This design comes from an exercise in tuning for small area, a short achievable clock period and few clock cycles on the open sky130 flow, not from production work.
RTL that was checked went through simulation tests only; none was proved equivalent to the original.

==> run H: inputs <==
==> flow/design.v (excerpt) <==
module SNN(
	clk,
	rst_n,
	in_valid,
	img,
	ker,
	weight,
	out_valid,
	out_data
);
Settings: LEC_CHECK=0, CAP_MARGIN=20, CORE_MARGIN=2, CORE_UTILIZATION=65, PLACE_DENSITY=0.75, SLEW_MARGIN=20; clock period 34.0 ns.
standard.sh (not shown) runs the stock make flow with config.mk's settings and CLKGATE_MAP_FILE= SYNTH_SCRIPT=/design/flow/synth_recipe.tcl, a recipe that flattens the netlist after the stock synthesis.
==> flow/flow/run.sh <==
#!/bin/bash
# Layout flow: the standard synthesis and layout, with one extra step
# between them (flow/polarity.py) that removes inverters left between the
# full adders of the synthesized netlist (function unchanged, registers
# untouched), buffers on the ports of a fixed cell type, and timing repair
# aimed at a 7.9 ns period (the clock stays at the design's period).
set -euo pipefail
R=orfs/results/${FLOW_PLATFORM}/SNN/base

bash standard.sh synth > synth.log 2>&1

cp "$R/1_2_yosys.v" 1_2_yosys_standard.v
python3 flow/polarity.py 1_2_yosys_standard.v "$R/1_2_yosys.v" flow/cellinfo.json > polarity.log 2>&1
touch "$R/1_2_yosys.v"

bash standard.sh 'BUFFER_PORTS_ARGS=-buffer_cell sky130_fd_sc_hd__buf_4' SETUP_SLACK_MARGIN=26.1 finish > layout.log 2>&1
Other scripts of this flow, unchanged in this note and not shown: flow/flow/cellinfo.json, flow/flow/polarity.py
==> run Z (differences from run H) <==
--- a/flow/design.v
+++ b/flow/design.v
@@ -26,48 +26,50 @@
 end
 always @(posedge clk or negedge rst_n) begin
 	if (!rst_n) cnt <= 7'd0;
 	else        cnt <= cnt_nx;
 end
 reg [119:0] lb;
 always @(posedge clk) lb <= {lb[111:0], img};
 reg [71:0] kr;
-reg [31:0] wr;
 always @(posedge clk) if (cnt < 7'd9) kr <= {ker, kr[71:8]};
-always @(posedge clk) if (cnt < 7'd4) wr <= {weight, wr[31:8]};
+reg [7:0] wx0, wx1, wy0, wy1;
+always @(posedge clk) begin
+	wx1 <= (cnt == 7'd0 || cnt == 7'd1) ? weight : wx0;
+	wx0 <= wx1;
+	wy1 <= (cnt == 7'd2 || cnt == 7'd3) ? weight : wy0;
+	wy0 <= wy1;
+end
 reg [8:0] fz;
 reg fc_nx;   
-reg [1:0] fe_nx;  
+reg fp_nx;   
 always @(*) begin
-	fc_nx = 1'b1;
+	fc_nx = 1'b1; fp_nx = 1'b0;
 	case (cnt_nx)
-	7'd31, 7'd67: fe_nx = 2'd0;
-	7'd32, 7'd68: fe_nx = 2'd1;
-	7'd38, 7'd74: fe_nx = 2'd2;
-	7'd39, 7'd75: fe_nx = 2'd3;
-	default: begin fc_nx = 1'b0; fe_nx = 2'd0; end
+	7'd32, 7'd37, 7'd68, 7'd73: fp_nx = 1'b0;
+	7'd38, 7'd39, 7'd74, 7'd75: fp_nx = 1'b1;
+	default: fc_nx = 1'b0;
 	endcase
 end
-reg s_kr, s_w0, s_w1;    
+reg s_kr, s_w;           
 reg s_lb, s_ps, s_pc;    
 integer k;
 always @(posedge clk) begin
 	for (k = 0; k < 9; k = k + 1) fz[k] <= fc_nx | (cnt_nx == k + 1);
 	s_kr <= !fc_nx;
-	s_w0 <= fc_nx && !fe_nx[0];
-	s_w1 <= fc_nx &&  fe_nx[0];
+	s_w  <= fc_nx;
 	s_lb <= !fc_nx;
-	s_ps <= fc_nx && !fe_nx[1];
-	s_pc <= fc_nx &&  fe_nx[1];
+	s_ps <= fc_nx && !fp_nx;
+	s_pc <= fc_nx &&  fp_nx;
 end
 reg  [7:0] pc0, pc1;    
 reg  [7:0] ps0, ps1;    
-wire [7:0] ko0 = ({8{s_kr}} & kr[7:0])  | ({8{s_w0}} & wr[7:0])   | ({8{s_w1}} & wr[15:8]);
-wire [7:0] ko1 = ({8{s_kr}} & kr[15:8]) | ({8{s_w0}} & wr[23:16]) | ({8{s_w1}} & wr[31:24]);
+wire [7:0] ko0 = ({8{s_kr}} & kr[7:0])  | ({8{s_w}} & wx0);
+wire [7:0] ko1 = ({8{s_kr}} & kr[15:8]) | ({8{s_w}} & wy0);
 wire [7:0] ko2 = kr[23:16] & {8{~fz[2]}};
 wire [7:0] ko3 = kr[31:24] & {8{~fz[3]}};
 wire [7:0] ko4 = kr[39:32] & {8{~fz[4]}};
 wire [7:0] ko5 = kr[47:40] & {8{~fz[5]}};
 wire [7:0] ko6 = kr[55:48] & {8{~fz[6]}};
 wire [7:0] ko7 = kr[63:56] & {8{~fz[7]}};
 wire [7:0] ko8 = kr[71:64] & {8{~fz[8]}};
 wire [7:0] po0 = ({8{s_lb}} & lb[119:112]) | ({8{s_ps}} & ps0) | ({8{s_pc}} & pc0);
@@ -774,44 +776,38 @@
 	if (cv2 &&  col2) pc1 <= pc_new;
 end
 always @(posedge clk) begin
 	if (cnt == 7'd28 || cnt == 7'd64) begin
 		ps0 <= pc0;
 		ps1 <= pc1;
 	end
 end
-reg       st4;       
-reg       ac4;       
-reg       fst4;      
-reg [1:0] e4;
+reg st4;       
+reg ac4;       
+reg fst4;      
 always @(*) begin
-	st4 = 1'b0; ac4 = 1'b0; fst4 = 1'b0; e4 = 2'd0;
+	st4 = 1'b0; ac4 = 1'b0; fst4 = 1'b0;
 	case (cnt)
-	7'd32: begin st4 = 1'b1; e4 = 2'd0; end
-	7'd33: begin st4 = 1'b1; e4 = 2'd1; end
-	7'd39: begin st4 = 1'b1; e4 = 2'd2; end
-	7'd40: begin st4 = 1'b1; e4 = 2'd3; end
-	7'd68: begin ac4 = 1'b1; fst4 = 1'b1; e4 = 2'd0; end
-	7'd69: begin ac4 = 1'b1; e4 = 2'd1; end
-	7'd75: begin ac4 = 1'b1; e4 = 2'd2; end
-	7'd76: begin ac4 = 1'b1; e4 = 2'd3; end
+	7'd33, 7'd38, 7'd39, 7'd40: st4 = 1'b1;
+	7'd69: begin ac4 = 1'b1; fst4 = 1'b1; end
+	7'd74, 7'd75, 7'd76: ac4 = 1'b1;
 	default: ;
 	endcase
 end
 wire [15:0] f_sum = s_r[16:1] + {8'd0, s_r[16:9]} + 16'd1;
 wire [7:0]  f = f_sum[15:8];
 reg [7:0] fa0, fa1, fa2, fa3;
 always @(posedge clk) begin
-	if (st4 && e4 == 2'd0) fa0 <= f;
-	if (st4 && e4 == 2'd1) fa1 <= f;
-	if (st4 && e4 == 2'd2) fa2 <= f;
-	if (st4 && e4 == 2'd3) fa3 <= f;
+	fa0 <= st4 ? f : fa3;
+	fa1 <= fa0;
+	fa2 <= fa1;
+	fa3 <= fa2;
 end
-wire [7:0] fa_sel = (e4 == 2'd0) ? fa0 : (e4 == 2'd1) ? fa1 : (e4 == 2'd2) ? fa2 : fa3;
+wire [7:0] fa_sel = fa3;
 wire [8:0] diff = {1'b0, fa_sel} - {1'b0, f};
 wire       neg = diff[8];
 reg  [9:0] dacc;
 wire [9:0] dsum = (fst4 ? 10'd0 : dacc) + {2'b00, diff[7:0] ^ {8{neg}}} + {9'd0, neg};
 always @(posedge clk) begin
 	if (ac4) dacc <= dsum;
 end
 always @(posedge clk or negedge rst_n) begin
Settings changed: CTS_CLUSTER_DIAMETER set to 150, CTS_CLUSTER_SIZE set to 24.
==> summary.md <==
| Metric | Value |
|---|---|
| Status | `complete, no violations` |
| Net count after synthesis | `3,233` |
| Worst skew pair latency | `590 ps` |
| HP Start | `wy1[3]` |
| CTS resizes | `54` |
| Final Non-Filler Cells | `3,141` |
-- figures above: run Z

==> summary.md <==
| Metric | Value |
|---|---|
| Status | `complete, no violations` |
| Worst skew pair latency | `580 ps` |
| Net count after synthesis | `3,269` |
| CTS resizes | `5` |
| Final Non-Filler Cells | `3,208` |
| HP Start | `lb[46]` |
-- figures above: run H

Testbench counts of run Z, summed over its fixed seeds: cycles 24,960.
No functional check of the RTL was part of run H.

[afterwards: timing with drivers on the ports]
The results above use ideal ports. As a check the final layouts listed here were re-extracted and re-timed, cells and wires unchanged.
Step 1 assumes that a clkbuf_16 drives the clock port and a buf_2 every other input.
Step 2 adds t to the input delays and takes it off the output delays; t is the mean of the earliest and latest rising clock arrival at the registers after step 1. Input paths then give back, and output paths get back, about the clock's delay inside the block.
a / b / c = ideal ports / drivers / drivers and shift; a / b = the first two.
| run | shift t [ns] | setup WS [ns] | worst setup path after step 2 | cell pins on the clock port's net |
|---|---|---|---|---|
| run H | 0.625 | 26.116 / 26.054 / 25.765 | input to register | 1 |
| run Z | 0.619 | 26.091 / 26.038 / 25.826 | input to register | 1 |
After both steps every run listed still meets setup and hold. For run H, which loses most, drivers alone change the setup slack by -0.062 ns; drivers and shift together by -0.351 ns.
